This is an optimization exercise on Yosys and OpenROAD, whose aim is small area, not a production implementation.
In this exercise RTL edits were held to simulation tests only and were not proved equivalent to the original.

==> flow/design.v <==
`timescale 1ns / 1ps
module opl_edge_detector #(
  parameter EDGE_LEVEL = 1,          
  parameter CLK_DLY = 0,             
  parameter INITIAL_INPUT_LEVEL = 0
) (
  input wire rst,
  input wire clk,
  input wire clk_en,
  input wire in,
  output reg edge_detected
);
  reg in_r0;
  reg in_r1;
  always @(posedge clk)
   if (rst) begin
      in_r0 <= INITIAL_INPUT_LEVEL;
      in_r1 <= INITIAL_INPUT_LEVEL;
   end else if (!CLK_DLY)
      in_r0 <= in;
    else if (clk_en) begin
      in_r0 <= in;
      in_r1 <= in_r0;
    end
  always @ *
    if (EDGE_LEVEL)
      if (!CLK_DLY)
        edge_detected = in && !in_r0;
      else
        edge_detected = in_r0 && !in_r1;
    else
      if (!CLK_DLY)
        edge_detected = !in && in_r0;
      else
        edge_detected = !in_r0 && in_r1;
endmodule
`timescale 1ns / 1ps
module opl_exp_lut (
  input wire [7:0] in,
  output reg [9:0] out
);
  always @ *
    case(in)
      8'h0:  out = 0;
      8'h1:  out = 3;
      8'h2:  out = 6;
      8'h3:  out = 8;
      8'h4:  out = 11;
      8'h5:  out = 14;
      8'h6:  out = 17;
      8'h7:  out = 20;
      8'h8:  out = 22;
      8'h9:  out = 25;
      8'ha:  out = 28;
      8'hb:  out = 31;
      8'hc:  out = 34;
      8'hd:  out = 37;
      8'he:  out = 40;
      8'hf:  out = 42;
      8'h10: out = 45;
      8'h11: out = 48;
      8'h12: out = 51;
      8'h13: out = 54;
      8'h14: out = 57;
      8'h15: out = 60;
      8'h16: out = 63;
      8'h17: out = 66;
      8'h18: out = 69;
      8'h19: out = 72;
      8'h1a: out = 75;
      8'h1b: out = 78;
      8'h1c: out = 81;
      8'h1d: out = 84;
      8'h1e: out = 87;
      8'h1f: out = 90;
      8'h20: out = 93;
      8'h21: out = 96;
      8'h22: out = 99;
      8'h23: out = 102;
      8'h24: out = 105;
      8'h25: out = 108;
      8'h26: out = 111;
      8'h27: out = 114;
      8'h28: out = 117;
      8'h29: out = 120;
      8'h2a: out = 123;
      8'h2b: out = 126;
      8'h2c: out = 130;
      8'h2d: out = 133;
      8'h2e: out = 136;
      8'h2f: out = 139;
      8'h30: out = 142;
      8'h31: out = 145;
      8'h32: out = 148;
      8'h33: out = 152;
      8'h34: out = 155;
      8'h35: out = 158;
      8'h36: out = 161;
      8'h37: out = 164;
      8'h38: out = 168;
      8'h39: out = 171;
      8'h3a: out = 174;
      8'h3b: out = 177;
      8'h3c: out = 181;
      8'h3d: out = 184;
      8'h3e: out = 187;
      8'h3f: out = 190;
      8'h40: out = 194;
      8'h41: out = 197;
      8'h42: out = 200;
      8'h43: out = 204;
      8'h44: out = 207;
      8'h45: out = 210;
      8'h46: out = 214;
      8'h47: out = 217;
      8'h48: out = 220;
      8'h49: out = 224;
      8'h4a: out = 227;
      8'h4b: out = 231;
      8'h4c: out = 234;
      8'h4d: out = 237;
      8'h4e: out = 241;
      8'h4f: out = 244;
      8'h50: out = 248;
      8'h51: out = 251;
      8'h52: out = 255;
      8'h53: out = 258;
      8'h54: out = 262;
      8'h55: out = 265;
      8'h56: out = 268;
      8'h57: out = 272;
      8'h58: out = 276;
      8'h59: out = 279;
      8'h5a: out = 283;
      8'h5b: out = 286;
      8'h5c: out = 290;
      8'h5d: out = 293;
      8'h5e: out = 297;
      8'h5f: out = 300;
      8'h60: out = 304;
      8'h61: out = 308;
      8'h62: out = 311;
      8'h63: out = 315;
      8'h64: out = 318;
      8'h65: out = 322;
      8'h66: out = 326;
      8'h67: out = 329;
      8'h68: out = 333;
      8'h69: out = 337;
      8'h6a: out = 340;
      8'h6b: out = 344;
      8'h6c: out = 348;
      8'h6d: out = 352;
      8'h6e: out = 355;
      8'h6f: out = 359;
      8'h70: out = 363;
      8'h71: out = 367;
      8'h72: out = 370;
      8'h73: out = 374;
      8'h74: out = 378;
      8'h75: out = 382;
      8'h76: out = 385;
      8'h77: out = 389;
      8'h78: out = 393;
      8'h79: out = 397;
      8'h7a: out = 401;
      8'h7b: out = 405;
      8'h7c: out = 409;
      8'h7d: out = 412;
      8'h7e: out = 416;
      8'h7f: out = 420;
      8'h80: out = 424;
      8'h81: out = 428;
      8'h82: out = 432;
      8'h83: out = 436;
      8'h84: out = 440;
      8'h85: out = 444;
      8'h86: out = 448;
      8'h87: out = 452;
      8'h88: out = 456;
      8'h89: out = 460;
      8'h8a: out = 464;
      8'h8b: out = 468;
      8'h8c: out = 472;
      8'h8d: out = 476;
      8'h8e: out = 480;
      8'h8f: out = 484;
      8'h90: out = 488;
      8'h91: out = 492;
      8'h92: out = 496;
      8'h93: out = 501;
      8'h94: out = 505;
      8'h95: out = 509;
      8'h96: out = 513;
      8'h97: out = 517;
      8'h98: out = 521;
      8'h99: out = 526;
      8'h9a: out = 530;
      8'h9b: out = 534;
      8'h9c: out = 538;
      8'h9d: out = 542;
      8'h9e: out = 547;
      8'h9f: out = 551;
      8'ha0: out = 555;
      8'ha1: out = 560;
      8'ha2: out = 564;
      8'ha3: out = 568;
      8'ha4: out = 572;
      8'ha5: out = 577;
      8'ha6: out = 581;
      8'ha7: out = 585;
      8'ha8: out = 590;
      8'ha9: out = 594;
      8'haa: out = 599;
      8'hab: out = 603;
      8'hac: out = 607;
      8'had: out = 612;
      8'hae: out = 616;
      8'haf: out = 621;
      8'hb0: out = 625;
      8'hb1: out = 630;
      8'hb2: out = 634;
      8'hb3: out = 639;
      8'hb4: out = 643;
      8'hb5: out = 648;
      8'hb6: out = 652;
      8'hb7: out = 657;
      8'hb8: out = 661;
      8'hb9: out = 666;
      8'hba: out = 670;
      8'hbb: out = 675;
      8'hbc: out = 680;
      8'hbd: out = 684;
      8'hbe: out = 689;
      8'hbf: out = 693;
      8'hc0: out = 698;
      8'hc1: out = 703;
      8'hc2: out = 708;
      8'hc3: out = 712;
      8'hc4: out = 717;
      8'hc5: out = 722;
      8'hc6: out = 726;
      8'hc7: out = 731;
      8'hc8: out = 736;
      8'hc9: out = 741;
      8'hca: out = 745;
      8'hcb: out = 750;
      8'hcc: out = 755;
      8'hcd: out = 760;
      8'hce: out = 765;
      8'hcf: out = 770;
      8'hd0: out = 774;
      8'hd1: out = 779;
      8'hd2: out = 784;
      8'hd3: out = 789;
      8'hd4: out = 794;
      8'hd5: out = 799;
      8'hd6: out = 804;
      8'hd7: out = 809;
      8'hd8: out = 814;
      8'hd9: out = 819;
      8'hda: out = 824;
      8'hdb: out = 829;
      8'hdc: out = 834;
      8'hdd: out = 839;
      8'hde: out = 844;
      8'hdf: out = 849;
      8'he0: out = 854;
      8'he1: out = 859;
      8'he2: out = 864;
      8'he3: out = 869;
      8'he4: out = 874;
      8'he5: out = 880;
      8'he6: out = 885;
      8'he7: out = 890;
      8'he8: out = 895;
      8'he9: out = 900;
      8'hea: out = 906;
      8'heb: out = 911;
      8'hec: out = 916;
      8'hed: out = 921;
      8'hee: out = 927;
      8'hef: out = 932;
      8'hf0: out = 937;
      8'hf1: out = 942;
      8'hf2: out = 948;
      8'hf3: out = 953;
      8'hf4: out = 959;
      8'hf5: out = 964;
      8'hf6: out = 969;
      8'hf7: out = 975;
      8'hf8: out = 980;
      8'hf9: out = 986;
      8'hfa: out = 991;
      8'hfb: out = 996;
      8'hfc: out = 1002;
      8'hfd: out = 1007;
      8'hfe: out = 1013;
      8'hff: out = 1018;
    endcase
endmodule
`timescale 1ns / 1ps
module opl_log_sine_lut (
  input wire [7:0] theta,
  output reg [11:0] out
);
  always @ *
    case(theta)
      8'h0:  out = 2137;
      8'h1:  out = 1731;
      8'h2:  out = 1543;
      8'h3:  out = 1419;
      8'h4:  out = 1326;
      8'h5:  out = 1252;
      8'h6:  out = 1190;
      8'h7:  out = 1137;
      8'h8:  out = 1091;
      8'h9:  out = 1050;
      8'ha:  out = 1013;
      8'hb:  out = 979;
      8'hc:  out = 949;
      8'hd:  out = 920;
      8'he:  out = 894;
      8'hf:  out = 869;
      8'h10: out = 846;
      8'h11: out = 825;
      8'h12: out = 804;
      8'h13: out = 785;
      8'h14: out = 767;
      8'h15: out = 749;
      8'h16: out = 732;
      8'h17: out = 717;
      8'h18: out = 701;
      8'h19: out = 687;
      8'h1a: out = 672;
      8'h1b: out = 659;
      8'h1c: out = 646;
      8'h1d: out = 633;
      8'h1e: out = 621;
      8'h1f: out = 609;
      8'h20: out = 598;
      8'h21: out = 587;
      8'h22: out = 576;
      8'h23: out = 566;
      8'h24: out = 556;
      8'h25: out = 546;
      8'h26: out = 536;
      8'h27: out = 527;
      8'h28: out = 518;
      8'h29: out = 509;
      8'h2a: out = 501;
      8'h2b: out = 492;
      8'h2c: out = 484;
      8'h2d: out = 476;
      8'h2e: out = 468;
      8'h2f: out = 461;
      8'h30: out = 453;
      8'h31: out = 446;
      8'h32: out = 439;
      8'h33: out = 432;
      8'h34: out = 425;
      8'h35: out = 418;
      8'h36: out = 411;
      8'h37: out = 405;
      8'h38: out = 399;
      8'h39: out = 392;
      8'h3a: out = 386;
      8'h3b: out = 380;
      8'h3c: out = 375;
      8'h3d: out = 369;
      8'h3e: out = 363;
      8'h3f: out = 358;
      8'h40: out = 352;
      8'h41: out = 347;
      8'h42: out = 341;
      8'h43: out = 336;
      8'h44: out = 331;
      8'h45: out = 326;
      8'h46: out = 321;
      8'h47: out = 316;
      8'h48: out = 311;
      8'h49: out = 307;
      8'h4a: out = 302;
      8'h4b: out = 297;
      8'h4c: out = 293;
      8'h4d: out = 289;
      8'h4e: out = 284;
      8'h4f: out = 280;
      8'h50: out = 276;
      8'h51: out = 271;
      8'h52: out = 267;
      8'h53: out = 263;
      8'h54: out = 259;
      8'h55: out = 255;
      8'h56: out = 251;
      8'h57: out = 248;
      8'h58: out = 244;
      8'h59: out = 240;
      8'h5a: out = 236;
      8'h5b: out = 233;
      8'h5c: out = 229;
      8'h5d: out = 226;
      8'h5e: out = 222;
      8'h5f: out = 219;
      8'h60: out = 215;
      8'h61: out = 212;
      8'h62: out = 209;
      8'h63: out = 205;
      8'h64: out = 202;
      8'h65: out = 199;
      8'h66: out = 196;
      8'h67: out = 193;
      8'h68: out = 190;
      8'h69: out = 187;
      8'h6a: out = 184;
      8'h6b: out = 181;
      8'h6c: out = 178;
      8'h6d: out = 175;
      8'h6e: out = 172;
      8'h6f: out = 169;
      8'h70: out = 167;
      8'h71: out = 164;
      8'h72: out = 161;
      8'h73: out = 159;
      8'h74: out = 156;
      8'h75: out = 153;
      8'h76: out = 151;
      8'h77: out = 148;
      8'h78: out = 146;
      8'h79: out = 143;
      8'h7a: out = 141;
      8'h7b: out = 138;
      8'h7c: out = 136;
      8'h7d: out = 134;
      8'h7e: out = 131;
      8'h7f: out = 129;
      8'h80: out = 127;
      8'h81: out = 125;
      8'h82: out = 122;
      8'h83: out = 120;
      8'h84: out = 118;
      8'h85: out = 116;
      8'h86: out = 114;
      8'h87: out = 112;
      8'h88: out = 110;
      8'h89: out = 108;
      8'h8a: out = 106;
      8'h8b: out = 104;
      8'h8c: out = 102;
      8'h8d: out = 100;
      8'h8e: out = 98;
      8'h8f: out = 96;
      8'h90: out = 94;
      8'h91: out = 92;
      8'h92: out = 91;
      8'h93: out = 89;
      8'h94: out = 87;
      8'h95: out = 85;
      8'h96: out = 83;
      8'h97: out = 82;
      8'h98: out = 80;
      8'h99: out = 78;
      8'h9a: out = 77;
      8'h9b: out = 75;
      8'h9c: out = 74;
      8'h9d: out = 72;
      8'h9e: out = 70;
      8'h9f: out = 69;
      8'ha0: out = 67;
      8'ha1: out = 66;
      8'ha2: out = 64;
      8'ha3: out = 63;
      8'ha4: out = 62;
      8'ha5: out = 60;
      8'ha6: out = 59;
      8'ha7: out = 57;
      8'ha8: out = 56;
      8'ha9: out = 55;
      8'haa: out = 53;
      8'hab: out = 52;
      8'hac: out = 51;
      8'had: out = 49;
      8'hae: out = 48;
      8'haf: out = 47;
      8'hb0: out = 46;
      8'hb1: out = 45;
      8'hb2: out = 43;
      8'hb3: out = 42;
      8'hb4: out = 41;
      8'hb5: out = 40;
      8'hb6: out = 39;
      8'hb7: out = 38;
      8'hb8: out = 37;
      8'hb9: out = 36;
      8'hba: out = 35;
      8'hbb: out = 34;
      8'hbc: out = 33;
      8'hbd: out = 32;
      8'hbe: out = 31;
      8'hbf: out = 30;
      8'hc0: out = 29;
      8'hc1: out = 28;
      8'hc2: out = 27;
      8'hc3: out = 26;
      8'hc4: out = 25;
      8'hc5: out = 24;
      8'hc6: out = 23;
      8'hc7: out = 23;
      8'hc8: out = 22;
      8'hc9: out = 21;
      8'hca: out = 20;
      8'hcb: out = 20;
      8'hcc: out = 19;
      8'hcd: out = 18;
      8'hce: out = 17;
      8'hcf: out = 17;
      8'hd0: out = 16;
      8'hd1: out = 15;
      8'hd2: out = 15;
      8'hd3: out = 14;
      8'hd4: out = 13;
      8'hd5: out = 13;
      8'hd6: out = 12;
      8'hd7: out = 12;
      8'hd8: out = 11;
      8'hd9: out = 10;
      8'hda: out = 10;
      8'hdb: out = 9;
      8'hdc: out = 9;
      8'hdd: out = 8;
      8'hde: out = 8;
      8'hdf: out = 7;
      8'he0: out = 7;
      8'he1: out = 7;
      8'he2: out = 6;
      8'he3: out = 6;
      8'he4: out = 5;
      8'he5: out = 5;
      8'he6: out = 5;
      8'he7: out = 4;
      8'he8: out = 4;
      8'he9: out = 4;
      8'hea: out = 3;
      8'heb: out = 3;
      8'hec: out = 3;
      8'hed: out = 2;
      8'hee: out = 2;
      8'hef: out = 2;
      8'hf0: out = 2;
      8'hf1: out = 1;
      8'hf2: out = 1;
      8'hf3: out = 1;
      8'hf4: out = 1;
      8'hf5: out = 1;
      8'hf6: out = 1;
      8'hf7: out = 1;
      8'hf8: out = 0;
      8'hf9: out = 0;
      8'hfa: out = 0;
      8'hfb: out = 0;
      8'hfc: out = 0;
      8'hfd: out = 0;
      8'hfe: out = 0;
      8'hff: out = 0;
    endcase
endmodule
`timescale 1ns / 1ps
module ksl_add_rom # (
  parameter integer KSL_ADD_WIDTH = 8  
) (
  input wire [10-1:0] fnum,
  input wire [3-1:0] block,
  input wire [2-1:0] ksl,
  output reg [KSL_ADD_WIDTH-1:0] ksl_add
);
  reg [6:0] rom_out;
  wire signed [KSL_ADD_WIDTH-1:0] tmp0;
  wire signed [KSL_ADD_WIDTH-1:0] tmp1;
  wire [10-6-1:0] fnum_shifted;
  assign fnum_shifted = fnum >> 6;
  always @ *
    case (fnum_shifted)
      0:  rom_out = 0;
      1:  rom_out = 32;
      2:  rom_out = 40;
      3:  rom_out = 45;
      4:  rom_out = 48;
      5:  rom_out = 51;
      6:  rom_out = 53;
      7:  rom_out = 55;
      8:  rom_out = 56;
      9:  rom_out = 58;
      10: rom_out = 59;
      11: rom_out = 60;
      12: rom_out = 61;
      13: rom_out = 62;
      14: rom_out = 63;
      15: rom_out = 64;
    endcase
  assign tmp0 = block - 8;
  assign tmp1 = rom_out + (tmp0 << 3);
  always @ *
    case (ksl)
    0: ksl_add = 0;
    1: ksl_add = tmp1 <= 0 ? 0 : tmp1 << 1;
    2: ksl_add = tmp1 <= 0 ? 0 : tmp1;
    3: ksl_add = tmp1 <= 0 ? 0 : tmp1 << 2;
    endcase
endmodule
`timescale 1ns / 1ps
module tremolo (
  input wire rst,
  input wire clk,
  input wire sample_clk_en,
  input wire dam,  
  output wire [5-1:0] am_val
);
  localparam TREMOLO_MAX_COUNT = 13*1024;
  localparam TREMOLO_INDEX_WIDTH = 14;
  reg [TREMOLO_INDEX_WIDTH-1:0] tremolo_index;
  wire [TREMOLO_INDEX_WIDTH-8-1:0] am_val_tmp0;
  wire [TREMOLO_INDEX_WIDTH-8-1:0] am_val_tmp1;
  always @(posedge clk)
    if (rst)
      tremolo_index <= 0;
    else if (sample_clk_en)
      if (tremolo_index == TREMOLO_MAX_COUNT - 1)
        tremolo_index <= 0;
      else
        tremolo_index <= tremolo_index + 1;
  assign am_val_tmp0 = tremolo_index >> 8;
  assign am_val_tmp1 = (am_val_tmp0 > 26) ? (2*26 + ~am_val_tmp0) : am_val_tmp0;
  assign am_val = dam ? am_val_tmp1 : am_val_tmp1 >> 2;
endmodule
`timescale 1ns / 1ps
module vibrato (
  input wire [12:0] vibrato_index,
  input wire [10-1:0] fnum,
  input wire dvb,
  output wire [10-1:0] vib_val
);
  wire [10-1:0] delta0;
  wire [10-1:0] delta1;
  wire [10-1:0] delta2;
  assign delta0 = fnum >> 7;
  assign delta1 = ((vibrato_index >> 10) & 3) == 3 ? delta0 >> 1 : delta0;
  assign delta2 = !dvb ? delta1 >> 1 : delta1;
  assign vib_val = ((vibrato_index >> 10) & 4) != 0 ? ~delta2 : delta2;
endmodule
`timescale 1ns / 1ps
module env_rate_counter (
  input wire ksr,  
  input wire nts,  
  input wire [10-1:0] fnum,
  input wire [3-1:0] block,
  input wire [4-1:0] requested_rate,
  output wire [17:0] increment
);
  wire [8-1:0] rate_tmp0;
  wire [8-1:0] rate_tmp1;
  wire [8-1:0] rate_tmp2;
  wire [8-1:0] effective_rate;
  wire [8-1:0] rate_value;
  wire [8-1:0] requested_rate_shifted;
  wire [1:0] rof;
  assign rate_tmp0 = nts ? fnum[8] : fnum[9];
  assign rate_tmp1 = rate_tmp0 | (block << 1);
  assign rate_tmp2 = ksr ? rate_tmp1 : rate_tmp1 >> 2;
  assign requested_rate_shifted = requested_rate << 2;
  assign effective_rate = (rate_tmp2 + requested_rate_shifted > 60) ?  60 : rate_tmp2 + requested_rate_shifted;
  assign rate_value = effective_rate >> 2;
  assign rof = effective_rate[1:0];
  assign increment = (4 | rof) << rate_value;
endmodule
`timescale 1ns / 1ps
module envelope_generator #(
  parameter SILENCE = 511
)(
  input wire [4-1:0] ar,   
  input wire [4-1:0] dr,   
  input wire [4-1:0] sl,   
  input wire [4-1:0] rr,   
  input wire ksr,                       
  input wire egt,                       
  input wire nts,                       
  input wire [10-1:0] fnum,
  input wire [3-1:0] block,
  input wire key_on_old,
  input wire key_off_old,
  input wire key_on_new,
  input wire key_off_new,
  input wire [1:0] state0,
  input wire [9-1:0] env_int0,
  input wire [14:0] counter0,
  output reg [1:0] state2,
  output reg [9-1:0] env_int1,
  output wire [14:0] counter1
);
  localparam [1:0]
    RELEASE  = 2'b00,
    ATTACK  = 2'b01,
    DECAY   = 2'b10,
    SUSTAIN  = 2'b11;
  reg [1:0] next_state;
  reg [1:0] state1;
  reg [4-1:0] requested_rate1;
  reg [4-1:0] requested_rate2;
  wire [17:0] increment1;
  wire [17:0] increment2;
  wire [17:0] overflow_tmp;
  wire [8-1:0] rate_counter_overflow;
  always @ *
    case (state0)
    ATTACK: next_state = env_int0 == 0 ? DECAY : ATTACK;
    DECAY: next_state = (env_int0 >> 4) >= sl ? SUSTAIN : DECAY;
    SUSTAIN: next_state = !egt ? RELEASE : SUSTAIN;
    RELEASE: next_state = RELEASE;
    default: next_state = RELEASE;
    endcase
  always @ *
    if (key_on_old)
      state1 = ATTACK;
    else if (key_off_old)
      state1 = RELEASE;
    else
      state1 = next_state;
  always @ *
    if (key_on_new)
      state2 = ATTACK;
    else if (key_off_new)
      state2 = RELEASE;
    else
      state2 = state1;
  always @ *
    case (state1)
    ATTACK: requested_rate1 = ar;
    DECAY: requested_rate1 = dr;
    SUSTAIN: requested_rate1 = 0;
    RELEASE: requested_rate1 = rr;
    default: requested_rate1 = rr;
    endcase
  always @ *
    case (state2)
    ATTACK: requested_rate2 = ar;
    DECAY: requested_rate2 = dr;
    SUSTAIN: requested_rate2 = 0;
    RELEASE: requested_rate2 = rr;
    default: requested_rate2 = rr;
    endcase
  env_rate_counter rate1 (
    .ksr(ksr),
    .nts(nts),
    .fnum(fnum),
    .block(block),
    .requested_rate(requested_rate1),
    .increment(increment1)
  );
  env_rate_counter rate2 (
    .ksr(ksr),
    .nts(nts),
    .fnum(fnum),
    .block(block),
    .requested_rate(requested_rate2),
    .increment(increment2)
  );
  assign counter1 = requested_rate1 != 0 ? counter0 + increment1 : counter0;
  assign overflow_tmp = counter1 + increment2;
  assign rate_counter_overflow = overflow_tmp >> 15;
  always @ *
    if (state2 == ATTACK && rate_counter_overflow != 0 && env_int0 != 0)
      env_int1 = env_int0 - (((env_int0*rate_counter_overflow) >> 3) + 1);
    else if (state2 == DECAY || state2 == RELEASE)
      if (env_int0 + rate_counter_overflow > SILENCE)
        env_int1 = SILENCE;
      else
        env_int1 = env_int0 + rate_counter_overflow;
    else
      env_int1 = env_int0;
endmodule
`timescale 1ns / 1ps
module calc_rhythm_phase (
  input wire rst,
  input wire clk,
  input wire sample_clk_en,
  input wire [20-1:0] phase_acc,
  input wire [20-1:0] friend_phase_acc,
  input wire [2:0] op_type,
  output reg [20-1:0] rhythm_phase
);
  localparam RAND_POLYNOMIAL = 'h800302;  
  localparam RAND_NUM_WIDTH = 24;
  reg [20-10-1:0] friend_phase;
  wire [20-10-1:0] phase_bit;
  wire [20-10-1:0] upper_current_phase;
  reg [20-10-1:0] noise_bit;
  reg [RAND_NUM_WIDTH-1:0] rand_num;
  assign upper_current_phase = phase_acc >> 10;
  always @ *
    case (op_type)
    2:   friend_phase = friend_phase_acc >> 10;
    5: friend_phase = friend_phase_acc >> 10;
    default:    friend_phase = 0;
    endcase
  assign
    phase_bit = (((upper_current_phase & 'h88) ^ ((upper_current_phase << 5) & 'h80)) |
     ((friend_phase ^ (friend_phase << 2)) & 'h20)) ? 'h02 : 'h00;
  always @ *
    case (op_type)
    2:   noise_bit = rand_num[0] << 1;
    4: noise_bit = rand_num[0] << 8;
    default:    noise_bit = 0;
    endcase
  always @ *
    case (op_type)
    0:   rhythm_phase = phase_acc;
    1: rhythm_phase = phase_acc;
    2:   rhythm_phase = ((phase_bit << 8) | ('h34 << (phase_bit ^ noise_bit))) << 10;
    3:  rhythm_phase = phase_acc;
    4: rhythm_phase = (('h100 + (upper_current_phase & 'h100)) ^ noise_bit) << 10;
    5: rhythm_phase = ((1 + phase_bit) << 8) << 10;
    default:    rhythm_phase = phase_acc;
    endcase
  always @(posedge clk)
    if (rst)
      rand_num <= 1;
    else if (sample_clk_en)
      if (rand_num & 1)
        rand_num <= (rand_num ^ RAND_POLYNOMIAL) >> 1;
      else
        rand_num <= rand_num >> 1;
endmodule
`timescale 1ns / 1ps
module calc_phase_inc (
  input wire [10-1:0] fnum,
  input wire [4-1:0] mult,
  input wire [3-1:0] block,
  input wire vib,
  input wire signed [10-1:0] vib_val,
  output reg signed [20-1:0] phase_inc
);
  wire signed [20-1:0] pre_mult;
  reg signed [20-1:0] post_mult;
  assign pre_mult = fnum << block;
  reg signed [4:0] pre_mult_adj;
  always @(*) begin
    case (mult)
    'h0: pre_mult_adj = 1;
    'h1: pre_mult_adj = 1;
    'h2: pre_mult_adj = 2;
    'h3: pre_mult_adj = 3;
    'h4: pre_mult_adj = 4;
    'h5: pre_mult_adj = 5;
    'h6: pre_mult_adj = 6;
    'h7: pre_mult_adj = 7;
    'h8: pre_mult_adj = 8;
    'h9: pre_mult_adj = 9;
    'hA: pre_mult_adj = 10;
    'hB: pre_mult_adj = 10;
    'hC: pre_mult_adj = 12;
    'hD: pre_mult_adj = 12;
    'hE: pre_mult_adj = 15;
    'hF: pre_mult_adj = 15;
    default: pre_mult_adj = 1;
    endcase
  end
  always @ *
    case (mult)
    'h0: post_mult = pre_mult >> 1;
    default: post_mult = pre_mult * pre_mult_adj;
    endcase
  always @ *
    if (vib)
      phase_inc = post_mult + vib_val;
    else
      phase_inc = post_mult;
endmodule
`timescale 1ns / 1ps
module operator (
  input wire clk,
  input wire [10-1:0] fnum,
  input wire [4-1:0] mult,
  input wire [3-1:0] block,
  input wire [2-1:0] ws,
  input wire vib,
  input wire kon,                       
  input wire [4-1:0] ar,   
  input wire [4-1:0] dr,   
  input wire [4-1:0] sl,   
  input wire [4-1:0] rr,   
  input wire [6-1:0] tl,    
  input wire ksr,                       
  input wire [2-1:0] ksl,  
  input wire egt,                       
  input wire am,                        
  input wire nts,                       
  input wire [5-1:0] am_val,
  input wire [10-1:0] vib_val,
  input wire [20-1:0] rhythm_phase_in_friend,
  input wire rhythm_on_old,             
  input wire rhythm_on_new,
  input wire use_feedback,
  input wire [3-1:0] fb,
  input wire signed [13-1:0] feedback1,
  input wire signed [13-1:0] feedback2,
  input wire [13-1:0] modulation,
  input wire [2:0] op_type,
  input wire rand_en,
  input wire rst,
  input wire [49:0] st_in,
  output wire [49:0] st_out,
  output reg signed [13-1:0] out
);
  localparam LOG_SIN_OUT_WIDTH = 12;
  localparam EXP_OUT_WIDTH = 10;
  localparam LOG_SIN_PLUS_GAIN_WIDTH = 13;
  localparam SILENCE = 511;
  wire kon_r0 = st_in[0];
  wire kon_r1 = st_in[1];
  wire koff_r0 = st_in[2];
  wire koff_r1 = st_in[3];
  wire [1:0] state0 = st_in[5:4];
  wire [9-1:0] env_int0 = st_in[14:6];
  wire [14:0] counter0 = st_in[29:15];
  wire [20-1:0] phase_acc0 = st_in[49:30];
  wire normal = op_type == 0;
  wire koff_r0_new = normal ? kon : koff_r0;
  wire koff_r1_new = normal ? koff_r0 : koff_r1;
  wire key_on_old = (kon_r0 && !kon_r1) || rhythm_on_old;
  wire key_off_old = !koff_r0 && koff_r1;
  wire key_on_new = (kon && !kon_r0) || rhythm_on_new;
  wire key_off_new = !koff_r0_new && koff_r1_new;
  wire [1:0] state2;
  wire [9-1:0] env_int1;
  wire [14:0] counter1;
  envelope_generator envelope_generator (
    .ar(ar),
    .dr(dr),
    .sl(sl),
    .rr(rr),
    .ksr(ksr),
    .egt(egt),
    .nts(nts),
    .fnum(fnum),
    .block(block),
    .key_on_old(key_on_old),
    .key_off_old(key_off_old),
    .key_on_new(key_on_new),
    .key_off_new(key_off_new),
    .state0(state0),
    .env_int0(env_int0),
    .counter0(counter0),
    .state2(state2),
    .env_int1(env_int1),
    .counter1(counter1)
  );
  wire signed [20-1:0] phase_inc;
  wire [20-1:0] rhythm_phase;
  wire signed [13-1:0] feedback_result;
  reg signed [13+1+2**3-1:0] feedback_result_p0;
  calc_phase_inc calc_phase_inc (
    .fnum(fnum),
    .mult(mult),
    .block(block),
    .vib(vib),
    .vib_val(vib_val),
    .phase_inc(phase_inc)
  );
  calc_rhythm_phase calc_rhythm_phase (
    .rst(rst),
    .clk(clk),
    .sample_clk_en(rand_en),
    .phase_acc(phase_acc0),
    .friend_phase_acc(rhythm_phase_in_friend),
    .op_type(op_type),
    .rhythm_phase(rhythm_phase)
  );
  always @ *
    if (fb == 0)
      feedback_result_p0 = 0;
    else
      feedback_result_p0 = ((feedback1 +
       feedback2) <<< fb);
  assign feedback_result = feedback_result_p0 >>> 9;
  wire [13-1:0] modulation_in = use_feedback ? feedback_result : modulation;
  wire [20-1:0] phase_acc1 = key_on_new ? 0 : phase_acc0 + phase_inc;
  wire [20-1:0] final_phase = key_on_new ? 0 :
   rhythm_phase + phase_inc + (modulation_in << 10);
  assign st_out = {phase_acc1, counter1, env_int1, state2, koff_r1_new,
   koff_r0_new, kon_r0, kon};
  wire [9+1:0] level_add;
  wire [7:0] ksl_add;
  ksl_add_rom ksl_add_rom (
    .fnum(fnum),
    .block(block),
    .ksl(ksl),
    .ksl_add(ksl_add)
  );
  assign level_add = am ? (tl << 2) + ksl_add + am_val : (tl << 2) + ksl_add;
  reg [9:0] final_phase_p;
  reg [9-1:0] env_int_p;
  reg [9+1:0] level_add_p;
  reg [2-1:0] ws_p;
  reg shift_p;
  always @(posedge clk) begin
    final_phase_p <= final_phase[19:10];
    env_int_p <= env_int1;
    level_add_p <= level_add;
    ws_p <= ws;
    shift_p <= !(op_type == 0 || op_type == 1);
  end
  reg signed [9+1:0] env_tmp;  
  reg [9-1:0] env;
  wire [LOG_SIN_OUT_WIDTH-1:0] log_sin_out;
  wire [LOG_SIN_PLUS_GAIN_WIDTH-1:0] log_sin_plus_gain;
  wire [EXP_OUT_WIDTH-1:0] exp_out;
  wire [13-1:0] tmp_out0;
  reg signed [13-1:0] tmp_out1;
  reg signed [13-1:0] tmp_out2;
  wire signed [13-1:0] tmp_ws2;
  always @ * begin
    env_tmp = env_int_p + level_add_p;
    if (env_tmp < 0)
      env = 0;
    else if (env_tmp > SILENCE)
      env = SILENCE;
    else
      env = env_tmp;
  end
  opl_log_sine_lut log_sine_lut_inst (
    .theta(final_phase_p[8] ? ~final_phase_p[7:0] : final_phase_p[7:0]),
    .out(log_sin_out)
  );
  assign log_sin_plus_gain = (log_sin_out) + (env << 3);
  opl_exp_lut exp_lut_inst (
    .in(~log_sin_plus_gain[7:0]),
    .out(exp_out)
  );
  assign tmp_out0 = (2**10 + exp_out) << 1;
  assign tmp_ws2 = tmp_out1 < 0 ? ~tmp_out1 : tmp_out1;
  always @ *
    if (final_phase_p[9])
      tmp_out1 = ~(tmp_out0 >> log_sin_plus_gain[LOG_SIN_PLUS_GAIN_WIDTH-1:8]);
    else
      tmp_out1 = tmp_out0 >> log_sin_plus_gain[LOG_SIN_PLUS_GAIN_WIDTH-1:8];
  always @ *
    case (ws_p)
    0: tmp_out2 = tmp_out1;
    1: tmp_out2 = tmp_out1 < 0 ? 0 : tmp_out1;
    2: tmp_out2 = tmp_ws2;
    3: tmp_out2 = final_phase_p[8] ? 0 : tmp_ws2;
    endcase
  always @(posedge clk)
    if (shift_p)
      out <= tmp_out2 << 1;
    else
      out <= tmp_out2;
endmodule
`timescale 1ns / 1ps
module timer #(
  parameter MAX_VALUE  
) (
  input wire rst,
  input wire clk,
  input wire [8-1:0] init,
  input wire start,
  output reg overflow
);
  reg [8-1:0] counter;
  reg [
  (MAX_VALUE <= 2) ? 1 : (
  (MAX_VALUE <= 4) ? 2 : (
  (MAX_VALUE <= 8) ? 3 : (
  (MAX_VALUE <= 16) ? 4 : (
  (MAX_VALUE <= 32) ? 5 : (
  (MAX_VALUE <= 64) ? 6 : (
  (MAX_VALUE <= 128) ? 7 : (
  (MAX_VALUE <= 256) ? 8 : (
  (MAX_VALUE <= 512) ? 9 : (
  (MAX_VALUE <= 1024) ? 10 : (
  (MAX_VALUE <= 2048) ? 11 : (
  (MAX_VALUE <= 4196) ? 12 : (
  (MAX_VALUE <= 8192) ? 13 : (
  (MAX_VALUE <= 16384) ? 14 : (
  (MAX_VALUE <= 32768) ? 15 : (
  (MAX_VALUE <= 32768) ? 16 : (
  (MAX_VALUE <= 131072) ? 17 : (
  (MAX_VALUE <= 262144) ? 18 : (
  (MAX_VALUE <= 524288) ? 19 : (
  (MAX_VALUE <= 1048576) ? 20 : (
  (MAX_VALUE <= 2097152) ? 21 : (
  (MAX_VALUE <= 4194304) ? 22 : (
  (MAX_VALUE <= 8388608) ? 23 : (
  (MAX_VALUE <= 4194304) ? 24 : (
  (MAX_VALUE <= 16777216) ? 25 : (
  (MAX_VALUE <= 33554432) ? 26 : (
  -1))))))))))))))))))))))))))-1:0] sub_counter;
  wire start_pulse;
  opl_edge_detector #(
    .EDGE_LEVEL(1),
    .CLK_DLY(1)
  ) start_timer_edge_detect (
    .rst(rst),
    .clk(clk),
    .clk_en(1'b1),
    .in(start),
    .edge_detected(start_pulse)
  );
  always @(posedge clk) begin
    overflow <= 0;
    if (rst) begin
      counter <= 0;
      sub_counter <= 0;
    end else if (start_pulse) begin
      counter <= init;
      sub_counter <= MAX_VALUE - 1;
    end else if (start) begin
      sub_counter <= sub_counter - 1;
      if (!sub_counter) begin
        sub_counter <= MAX_VALUE - 1;
        counter <= counter + 1;
        if (&counter) begin
          overflow <= 1;
          counter <= init;
        end
      end
    end
  end
endmodule
`timescale 1ns / 1ps
module opl2 (
  input rst,  
  input clk,  
  input  [7:0] din,
  output [7:0] dout,
  input cs_n,
  input wr_n,
  input a0,
  output reg irq_n,
  output reg signed [15:0] sample
);
localparam integer CNTR_MAX = 873;
localparam integer TIMER1_MAX = 3456;
localparam integer TIMER2_MAX = 15360;
localparam NOP = 18;
localparam NCH = 9;
localparam QDEPTH = 10;
localparam [49:0] STATE_RESET = 50'd511 << 6;  
function [7:0] op_off(input integer k);
  op_off = (k < 6) ? k : (k < 12) ? k + 2 : k + 4;
endfunction
wire read  = !cs_n && !a0;
wire write = !cs_n && !wr_n;
wire addr_write = (!a0 && write);
wire reg_write = (a0 && write);
reg timer1_overflow;
reg timer2_overflow;
assign dout = read ? {timer1_overflow | timer2_overflow, timer1_overflow, timer2_overflow, 5'd0} : 8'h00;
reg [7:0] index;
always @(posedge clk, posedge rst) begin
  if (rst) index <= 0;
  else if (addr_write) index <= {din};
end
reg [11:0] cntr;
reg sample_clk_en;
always @(posedge clk, posedge rst)
  if (rst) begin
    cntr <= 12'd0;
    sample_clk_en <= 1'b0;
  end else begin
    cntr <= cntr == CNTR_MAX-1 ? 12'd0 : cntr + 1'b1;
    sample_clk_en <= cntr == 12'd0;
  end
reg calc;
reg car;
reg [3:0] q;
always @(posedge clk, posedge rst)
  if (rst) begin
    calc <= 0;
    car <= 0;
    q <= 0;
  end else if (sample_clk_en) begin
    calc <= 1;
    car <= 0;
    q <= 0;
  end else if (calc) begin
    if (q == NCH - 1) begin
      q <= 0;
      car <= 1;
      if (car)
        calc <= 0;
    end else
      q <= q + 1'b1;
  end
wire calc_mod = calc && !car;
wire calc_car = calc && car;
reg [7:0] qa [0:QDEPTH-1];
reg [7:0] qd [0:QDEPTH-1];
reg [3:0] q_wp, q_rp, q_lp, q_n;
reg [7:0] q_last;
wire q_pop = !calc && q_n != 0;
wire q_use = reg_write && (sample_clk_en || calc || q_n != 0);
wire q_merge = q_use && q_n != 0 && q_last == index && !(q_pop && q_n == 1);
wire q_push = q_use && !q_merge;
function [3:0] q_inc(input [3:0] p);
  q_inc = p == QDEPTH - 1 ? 4'd0 : p + 1'b1;
endfunction
always @(posedge clk)
  if (rst) begin
    q_wp <= 0;
    q_rp <= 0;
    q_lp <= 0;
    q_n <= 0;
  end else begin
    if (q_push) begin
      q_wp <= q_inc(q_wp);
      q_lp <= q_wp;
      q_last <= index;
    end
    if (q_pop)
      q_rp <= q_inc(q_rp);
    q_n <= q_n + q_push - q_pop;
  end
genvar i;
generate
  for (i = 0; i < QDEPTH; i = i + 1) begin: queue
    always @(posedge clk) begin
      if (q_push && q_wp == i) begin
        qa[i] <= index;
        qd[i] <= din;
      end else if (q_merge && q_lp == i)
        qd[i] <= din;
    end
  end
endgenerate
wire lw = q_pop || (reg_write && !q_use);
wire [7:0] la = q_pop ? qa[q_rp] : index;
wire [7:0] ld = q_pop ? qd[q_rp] : din;
reg [7:0] r20 [0:NOP-1];
reg [7:0] r40 [0:NOP-1];
reg [7:0] r60 [0:NOP-1];
reg [7:0] r80 [0:NOP-1];
reg [1:0] rE0 [0:NOP-1];
reg [7:0] rA0 [0:NCH-1];
reg [5:0] rB0 [0:NCH-1];
reg [5:0] rC0 [0:NCH-1];
reg r08;
reg [7:0] rBD;
wire [7:0] ldr = rst ? 8'd0 : ld;
generate
  for (i = 0; i < NOP; i = i + 1) begin: op_regs
    always @(posedge clk) begin
      if (rst || (lw && la == 8'h20 + op_off(i))) r20[i] <= ldr;
      if (rst || (lw && la == 8'h40 + op_off(i))) r40[i] <= ldr;
      if (rst || (lw && la == 8'h60 + op_off(i))) r60[i] <= ldr;
      if (rst || (lw && la == 8'h80 + op_off(i))) r80[i] <= ldr;
      if (rst || (lw && la == 8'hE0 + op_off(i))) rE0[i] <= ldr[1:0];
    end
  end
  for (i = 0; i < NCH; i = i + 1) begin: ch_regs
    always @(posedge clk) begin
      if (rst || (lw && la == 8'hA0 + i)) rA0[i] <= ldr;
      if (rst || (lw && la == 8'hB0 + i)) rB0[i] <= ldr[5:0];
      if (rst || (lw && la == 8'hC0 + i)) rC0[i] <= ldr[5:0];
    end
  end
endgenerate
always @(posedge clk) begin
  if (rst || (lw && la == 8'h08)) r08 <= ldr[6];
  if (rst || (lw && la == 8'hBD)) rBD <= ldr;
end
wire nts = r08;
wire dam = rBD[7];
wire dvb = rBD[6];
wire ryt = rBD[5];
wire bd  = rBD[4];
wire sd  = rBD[3];
wire tom = rBD[2];
wire tc  = rBD[1];
wire hh  = rBD[0];
reg [49:0] mod_state [0:NCH-1];
reg [49:0] car_state [0:NCH-1];
reg signed [12:0] mod_out [0:NCH-1];
reg signed [12:0] car_out [0:NCH-1];
reg signed [12:0] feedback1 [0:NCH-1];
reg signed [12:0] feedback2 [0:NCH-1];
wire [49:0] st_out;
wire signed [12:0] op_out;
reg wb_mod_d, wb_car_d, wb_mod, wb_car;
always @(posedge clk) begin
  wb_mod_d <= calc_mod;
  wb_car_d <= calc_car;
  wb_mod <= wb_mod_d;
  wb_car <= wb_car_d;
end
reg [NCH-1:0] fresh;
always @(posedge clk)
  if (rst)
    fresh <= {NCH{1'b1}};
  else
    fresh <= {1'b0, fresh[NCH-1:1]};
wire [49:0] mod_state0 = fresh[0] ? STATE_RESET : mod_state[0];
wire [49:0] car_state0 = fresh[0] ? STATE_RESET : car_state[0];
wire signed [12:0] mod_out0 = fresh[0] ? 13'sd0 : mod_out[0];
wire signed [12:0] car_out0 = fresh[0] ? 13'sd0 : car_out[0];
wire signed [12:0] feedback10 = fresh[0] ? 13'sd0 : feedback1[0];
wire signed [12:0] feedback20 = fresh[0] ? 13'sd0 : feedback2[0];
integer k;
always @(posedge clk) begin
  for (k = 0; k < NCH - 1; k = k + 1) begin
    mod_state[k] <= mod_state[k+1];
    car_state[k] <= car_state[k+1];
    mod_out[k] <= mod_out[k+1];
    car_out[k] <= car_out[k+1];
    feedback1[k] <= feedback1[k+1];
    feedback2[k] <= feedback2[k+1];
  end
  mod_state[NCH-1] <= calc_mod ? st_out : mod_state0;
  car_state[NCH-1] <= calc_car ? st_out : car_state0;
  mod_out[NCH-1] <= mod_out0;
  car_out[NCH-1] <= car_out0;
  feedback1[NCH-1] <= feedback10;
  feedback2[NCH-1] <= feedback20;
  if (wb_mod) begin
    mod_out[6] <= op_out;
    feedback1[6] <= op_out;
    feedback2[6] <= feedback1[7];
  end
  if (wb_car)
    car_out[6] <= op_out;
end
reg [4:0] mod_op;
always @ (*)
  case (q)
  0: mod_op = 0;  1: mod_op = 1;  2: mod_op = 2;
  3: mod_op = 6;  4: mod_op = 7;  5: mod_op = 8;
  6: mod_op = 12; 7: mod_op = 13; default: mod_op = 14;
  endcase
wire [4:0] op = car ? mod_op + 5'd3 : mod_op;
wire ryt_hh_tom = ryt && (q == 7 || q == 8);
reg [2:0] op_type;
always @ (*)
  if (!ryt)
    op_type = 0;
  else
    case (q)
    6: op_type = 1;
    7: op_type = car ? 4 : 2;
    8: op_type = car ? 5 : 3;
    default: op_type = 0;
    endcase
wire [7:0] c20 = r20[op];
wire [7:0] c40 = r40[op];
wire [7:0] c60 = r60[op];
wire [7:0] c80 = r80[op];
wire [1:0] cE0 = rE0[op];
wire [7:0] cA0 = rA0[q];
wire [5:0] cB0 = rB0[q];
wire [5:0] cC0 = rC0[q];
wire [9:0] fnum = {cB0[1:0], cA0};
wire use_feedback = !car && !ryt_hh_tom;
wire [2:0] fb_cur = use_feedback ? cC0[3:1] : 3'd0;
wire [12:0] modulation = (!car || cC0[0] || ryt_hh_tom) ? 13'd0 : mod_out0;
wire [19:0] friend_phase_acc = car ? mod_state[NCH-1][49:30] : car_state[1][49:30];
reg [12:0] vibrato_base;
always @(posedge clk)
  if (rst)
    vibrato_base <= 0;
  else if (calc_car && q == NCH - 1)
    vibrato_base <= vibrato_base + NOP;
wire [12:0] vibrato_index = vibrato_base + op + 1'b1;
wire [9:0] vib_val;
vibrato vibrato (
  .vibrato_index(vibrato_index),
  .fnum(fnum),
  .dvb(dvb),
  .vib_val(vib_val)
);
wire [5-1:0] am_val;
tremolo tremolo (
  .rst(rst),
  .clk(clk),
  .sample_clk_en(sample_clk_en),
  .dam(dam),
  .am_val(am_val)
);
reg [4:0] rhy_r0, rhy_r1;
reg [4:0] rhy_sel;
always @ (*)
  case (op_type)
  1:  rhy_sel = 5'b00001;
  4: rhy_sel = 5'b00010;
  3:    rhy_sel = 5'b00100;
  5: rhy_sel = 5'b01000;
  2:     rhy_sel = 5'b10000;
  default:        rhy_sel = 5'b00000;
  endcase
wire [4:0] rhy_in = {hh, tc, tom, sd, bd};
wire rhythm_on_old = |(rhy_sel & rhy_r0 & ~rhy_r1);
wire rhythm_on_new = |(rhy_sel & rhy_in & ~rhy_r0);
always @(posedge clk)
  if (rst) begin
    rhy_r0 <= 0;
    rhy_r1 <= 0;
  end else if (calc) begin
    rhy_r0 <= (rhy_sel & rhy_in) | (~rhy_sel & rhy_r0);
    rhy_r1 <= (rhy_sel & rhy_r0) | (~rhy_sel & rhy_r1);
  end
operator operator_inst(
  .clk(clk),
  .fnum(fnum),
  .mult(c20[3:0]),
  .block(cB0[4:2]),
  .ws(cE0),
  .vib(c20[6]),
  .kon(cB0[5]),
  .ar(c60[7:4]),
  .dr(c60[3:0]),
  .sl(c80[7:4]),
  .rr(c80[3:0]),
  .tl(c40[5:0]),
  .ksr(c20[4]),
  .ksl(c40[7:6]),
  .egt(c20[5]),
  .am(c20[7]),
  .nts(nts),
  .am_val(am_val),
  .vib_val(vib_val),
  .rhythm_phase_in_friend(friend_phase_acc),
  .rhythm_on_old(rhythm_on_old),
  .rhythm_on_new(rhythm_on_new),
  .use_feedback(use_feedback),
  .fb(fb_cur),
  .feedback1(feedback10),
  .feedback2(feedback20),
  .modulation(modulation),
  .op_type(op_type),
  .rand_en(sample_clk_en),
  .rst(rst),
  .st_in(car ? car_state0 : mod_state0),
  .st_out(st_out),
  .out(op_out)
);
reg cnt0_prev;
always @(posedge clk)
  if (calc_mod && q == 0)
    cnt0_prev <= cC0[0];
wire cnt_cur = q == 0 ? cnt0_prev : cC0[0];
wire signed [12:0] m_out = mod_out0;
wire signed [12:0] c_out = car_out0;
reg signed [12:0] ch_a;
reg signed [12:0] ch_b;
always @ (*) begin
  ch_a = 0;
  ch_b = c_out;
  if (q == 6 && ryt) begin
    if (!cnt_cur) ch_b = m_out;
  end else if (cnt_cur || (ryt && q >= 7))
    ch_a = m_out;
end
wire signed [13:0] channel_out = ch_a + ch_b;
reg signed [19-1:0] channel_acc_pre_clamp;
always @(posedge clk, posedge rst)
  if (rst)
    channel_acc_pre_clamp <= 0;
  else if (sample_clk_en)
    channel_acc_pre_clamp <= 0;
  else if (calc_mod)
    channel_acc_pre_clamp <= channel_acc_pre_clamp + channel_out;
always @(posedge clk, posedge rst)
  if (rst)
    sample <= 0;
  else if (sample_clk_en)
    if (channel_acc_pre_clamp > 2**15 - 1)
      sample <= 2**15 - 1;
    else if (channel_acc_pre_clamp < -2**15)
      sample <= -2**15;
    else
      sample <= channel_acc_pre_clamp;
reg [7:0] timer1_preset;
always @(posedge clk, posedge rst) begin
  if (rst)                  timer1_preset <= 0;
  else if (reg_write && index == 2) timer1_preset <= din;
end
reg timer1_mask;
reg timer1_active;
always @(posedge clk, posedge rst) begin
  if (rst) {timer1_mask, timer1_active} <= 0;
  else if (reg_write && index == 4 && ~din[7]) {timer1_mask, timer1_active} <= {din[6], din[0]};
end
wire timer1_pulse;
timer #(
  .MAX_VALUE(TIMER1_MAX)
) timer1(
  .rst(rst),
  .clk(clk),
  .init(timer1_preset),
  .start(timer1_active),
  .overflow(timer1_pulse)
);
always @(posedge clk, posedge rst) begin
  if (rst) timer1_overflow <= 0;
  else begin
    if (reg_write && index == 4 && din[7]) timer1_overflow <= 0;
    if (timer1_pulse)                 		 timer1_overflow <= 1;
  end
end
reg [7:0] timer2_preset;
always @(posedge clk, posedge rst) begin
  if (rst) timer2_preset <= 0;
  else if (reg_write && index == 3) timer2_preset <= din;
end
reg timer2_mask;
reg timer2_active;
always @(posedge clk, posedge rst) begin
  if (rst) {timer2_mask, timer2_active} <= 0;
  else if (reg_write && index == 4 && ~din[7]) {timer2_mask, timer2_active} <= {din[5], din[1]};
end
wire timer2_pulse;
timer #(.MAX_VALUE(TIMER2_MAX)) timer2 (
  .rst(rst),
  .clk(clk),
  .init(timer2_preset),
  .start(timer2_active),
  .overflow(timer2_pulse)
);
always @(posedge clk, posedge rst) begin
  if (rst) timer2_overflow <= 0;
  else begin
    if (reg_write && index == 4 && din[7]) timer2_overflow <= 0;
    if (timer2_pulse)                      timer2_overflow <= 1;
  end
end
always @(posedge clk, posedge rst) begin
  if (rst) irq_n <= 1;
  else begin
    if (reg_write && index == 4 && din[7]) irq_n <= 1;
    if (~timer1_mask && timer1_pulse)      irq_n <= 0;
    if (~timer2_mask && timer2_pulse)      irq_n <= 0;
  end
end
endmodule
==> flow/run.sh <==
#!/bin/bash
# synth_recipe.tcl (not shown) runs the flow's synth.tcl, then flattens the netlist and writes it again
# the make line also repeats each setting of config.mk as NAME=value (left out here)
make -C /OpenROAD-flow-scripts/flow DESIGN_CONFIG=/design/flow/config.mk WORK_HOME=/design/flow/orfs CLKGATE_MAP_FILE= SYNTH_SCRIPT=/design/flow/synth_recipe.tcl finish
==> flow/config.mk <==
export PLATFORM = sky130hd
export DESIGN_NAME = opl2
export DESIGN_NICKNAME = opl2
export VERILOG_FILES = /design/flow/design.v
export SDC_FILE = /design/flow/constraint.sdc
export NUM_CORES = 4
export LEC_CHECK = 0
export CAP_MARGIN = 20
export CORE_MARGIN = 2
export CORE_UTILIZATION = 30
export PLACE_DENSITY = 0.5
export SLEW_MARGIN = 20
==> flow/constraint.sdc <==
create_clock -name core_clock -period 20.8 [get_ports {clk}]
set_input_delay 4.1600 -clock core_clock [delete_from_list [all_inputs] [get_ports {clk}]]
set_output_delay 4.1600 -clock core_clock [all_outputs]
set_load 0.01 [all_outputs]
==> reports/metrics.csv <==
stage,metric,value,unit
status,status,"complete, no violations",
timing,clk_skew,0.0779,ns
clock_network,Num Clock Sinks,2586,
grt,initial antenna violation count,5,
timing,time the worst path needs with I/O delays and setup,19.14,ns
logic_synthesis,share of the synthesized area in the top cell type,31.6,%
critical_path,"most used cell, CP",a21oi_1,
timing,unrepaired setup endpoints after global routing,false,
timing,setup TNS,0,ns
run,Max-Cap Viols,0,
logic_synthesis,Most used DFF post-synth,dfxtp_1,
timing,Final Hold Viols,0,
route,Total Wirelength,271000,um
critical_path,R2R Path Start,q[1]$_DFFE_PP0N_,
grt,global route overflow,0,
timing,Slew headroom,20.3,%
critical_path,crit path from,q[1]$_DFFE_PP0N_,
logic_synthesis,sequential share of the synthesized area,62.9,%
floorplan,# IOs,38,
min_path,Hold Crit Start,car_state[3][35]$_DFF_P_,
route,Avg WL per Cell,21.1,um
placement,HPWL after DPL,183000,um
timing,final setup fails,0,
critical_path,Worst path slowest cell,dfrtp_1,
floorplan,initial core utilization,30.1,%
floorplan,die width,576,um
logic_synthesis,post-synth cell types,118,
logic_synthesis,post-synthesis cell area,98200,um2
route,Remaining DRCs,0,
clock_network,CTS Buffer Depth,4,
timing,Worst Max-Slew Pin Slew,1.19,ns
clock_network,Hold Buf Count CTS,0,
logic_synthesis,post-synth top area cell,dfxtp_1,
route,Pre-Repair DR Iteration Count,9,
timing,fin worst setup slack,1.66,ns
grt,Total GRT Usage,15.9,%
floorplan,core area,327000,um2
layout,fin nets,8697,
logic_synthesis,Syn Inst Count,8207,
critical_path,"Data required, critical path",21.56,ns
layout,Synth-to-Final Area Change,15.4,%
clock_network,H-tree levels,5,
logic_synthesis,Post-synth EDFFs,952,
clock_network,Root Driver,clkbuf_16,
layout,proportion of layout cells with a drive suffix above 1,10.6,%
timing,Hold Slack,0.261,ns
clock_network,CTS Buf Count,274,
logic_synthesis,Synth async-reset ratio,3.29,%
logic_synthesis,"FF+latch count, synth",2586,
clock_network,"Reg clk slew, reported paths",0.06,ns
clock_network,worst skew pair latency,0.87,ns
critical_path,"Arr. time, crit path",19.90,ns
critical_path,critical path capture point type,flip-flop,
critical_path,CP max stage delay,0.56,ns
critical_path,Reg2Reg Depth,87,
route,vias per inst,4.98,
critical_path,RR Endpoint,operator_inst.env_int_p[8]$_DFF_P_,
route,via total after detailed routing,64100,
grt,first-pass GRT wire length,406000,um
placement,GPL Wtd Cong,0.894,
placement,I/O Buffers,32,
logic_synthesis,ranking of synthesized cells by area,"dfxtp_1 (32%), edfxtp_1 (29%), ha_1 (3.8%), nand2_1 (2.4%), o21ai_0 (2.3%)",
placement,dpl ws,1.32,ns
grt,vias in the first global route,63200,
critical_path,WS Path Type,reg -> reg,
timing,Final Max Slew Viols,0,
floorplan,die area,332000,um2
critical_path,"Max FO, Critical Path",19,
logic_synthesis,YS warnings,28,
grt,largest net degree at the start of global routing,90,
min_path,worst min-delay path class,reg -> reg,
min_path,Min-Delay Endpoint,car_state[2][35]$_DFF_P_,
logic_synthesis,syn avg cell area,12.0,um2
route,Starting DRT DRC Count,5890,
min_path,Hold Path Depth,0,
clock_network,CTS tree,yes,
route,antenna-violating nets left,0,
floorplan,Die Span Y,576,um
critical_path,reg-to-reg setup timing slack,1.66,ns
layout,fillers,31900,
floorplan,Cell Rows,210,
timing,maximum clock rate,0.0522,GHz
timing,fin crit share,92.0,%
critical_path,Setup crit start kind,flip-flop,
## per-layer routing
layer / global-route usage [%] / routed length, um / vias up / part of all wire [%]
met5: 0 / 10 / - / 0.0037
met4: 4.86 / 8120 / 2 / 3.0
met2: 26.3 / 127000 / 1975 / 47
met1: 21.3 / 119000 / 31700 / 44
met3: 2.43 / 16100 / 478 / 5.9
li1: - / - / 30000 / -
## state kept, by name, summed over array words and instances, names as in the netlist, 13 cells and up, named ones only
signal                                    cells
mod_state                                   450
timer2.sub_counter                           14
r60                                         144
rB0                                          54
r40                                         144
rA0                                          72
operator_inst.calc_rhythm_phase.rand_num     23
sample                                       16
r80                                         144
rE0                                          36
car_out                                     117
channel_acc_pre_clamp                        19
qa                                           80
operator_inst.out                            13
tremolo.tremolo_index                        14
feedback2                                   117
mod_out                                     117
rC0                                          36
qd                                           80
car_state                                   450
feedback1                                   117
r20                                         144
## worst max-delay path, delay by kind of cell (launching register included)
kind,cells,cell delay [ns]
buffers and inverters,8,1.22
and+or+nand+nor,25,4.33
adders and majority gates,11,3.79
muxes,3,0.95
DFF,1,0.56
xor gates and xnor gates,2,0.32
AOI/OAI and AO/OA,38,7.87
## cells in the mapped netlist, drive strengths merged, types with 43 or more instances
library cell and n:
dfxtp 1549, edfxtp 952, nand2 617, nor2 539, o21ai 474, a21oi 372
inv 358, clkbuf 314, ha 296, mux2i 174, xnor2 168, nor2b 139
nand3 136, nor3 129, mux2 117, a22oi 114, buf 99, nand3b 88
xor2 87, a221oi 86, dfrtp 84, a222oi 78, fa 78, a211oi 70
a31oi 70, a22o 67, a21o 63, nand2b 62, nand4 55, o22ai 55
o21bai 49, and2 48, o211ai 48, and3 43
## worst max-delay path by stage
stage / endpoint / slack (ns) / depth (start not counted)
detailed placement: operator_inst.env_int_p[8]$_DFF_P_ / 1.32 / 86
finish: operator_inst.env_int_p[8]$_DFF_P_ / 1.66 / 87
CTS: operator_inst.env_int_p[8]$_DFF_P_ / 1.23 / 88
floorplan: operator_inst.env_int_p[8]$_DFF_P_ / 4.17 / 91
global placement: operator_inst.env_int_p[8]$_DFF_P_ / 1.44 / 86
global route: operator_inst.env_int_p[8]$_DFF_P_ / 0.09 / 87
## timing repair
action | in CTS | in global routing
hold endpoints to repair | 0 | 0
gates resized for setup | 0 | 10
buffers inserted | 0 | 7
setup endpoints to repair | 0 | 11
## layout make-up
class | instances | area, um2 | share of cell area (%)
antenna | 3 | 7.51 | 0.00662
clock buffer | 353 | 7520 | 6.64
clock inverter | 124 | 1510 | 1.33
inverter | 364 | 1380 | 1.22
multi-input combinational | 4848 | 33900 | 29.9
sequential | 2586 | 61700 | 54.5
tap | 4346 | 5440 | 4.80
timing repair buffer | 236 | 1880 | 1.66
## per-stage QoR
step           cell area, um2  instances  utilization (%)
6_report               113000      12900             34.7
5_1_grt                113000      12900             34.7
4_1_cts                113000      12800             34.7
3_3_place_gp           104000      12400             31.9
2_1_floorplan           98200       8211                -
3_5_place_dp           104000      12400             31.9
## cell usage in the layout, fill, tap and decap left out, types with 88 or more instances in the layout
| master | instances |
|---|---|
| dfxtp_1 | 1546 |
| edfxtp_1 | 952 |
| nand2_1 | 615 |
| nor2_1 | 530 |
| o21ai_0 | 424 |
| a21oi_1 | 369 |
| inv_1 | 352 |
| ha_1 | 295 |
| clkbuf_16 | 280 |
| buf_4 | 202 |
| mux2i_1 | 173 |
| xnor2_1 | 163 |
| nor2b_1 | 139 |
| nand3_1 | 136 |
| mux2_2 | 115 |
| a22oi_1 | 112 |
| nor3_1 | 111 |
| nand3b_1 | 88 |
## logic make-up (layout without fill, tap and decap cells)
family | count (synthesis) | count (layout) | share of synthesized area (%)
DFF | 2586 | 2586 | 62.9
and+or+nand+nor | 2022 | 2022 | 9.98
AOI/OAI and AO/OA | 1893 | 1893 | 13.2
buffers and inverters | 777 | 1077 | 3.09
adders and majority gates | 376 | 376 | 5.38
muxes | 296 | 296 | 3.24
xor gates and xnor gates | 256 | 256 | 2.30
other | 1 | 8 | 0.00382

## afterwards: timing with drivers on the ports
The results above use ideal ports. As a check the final layout listed here was re-extracted and re-timed, cells and wires unchanged. Step 1: set_driving_cell puts a clkbuf_16 on clk and a buf_2 on each other input, an assumption about the parent block. Step 2 also shifts input and output timing later by t, the mid clock arrival at the registers, as if the neighbouring blocks saw the same clock. a / b / c = no drivers / after step 1 / after step 2; a / b = the first two.
t, ns: 0.918
setup slack, ns: 1.659 / 1.659 / 1.659
worst hold slack (ns): 0.261 / 0.261 / 0.261
clock arrival spread, ns: 0.082 / 0.081
After both steps setup and hold are still met in this run. For this run, drivers alone change the setup slack by 0.000 ns; drivers and shift together by 0.000 ns.
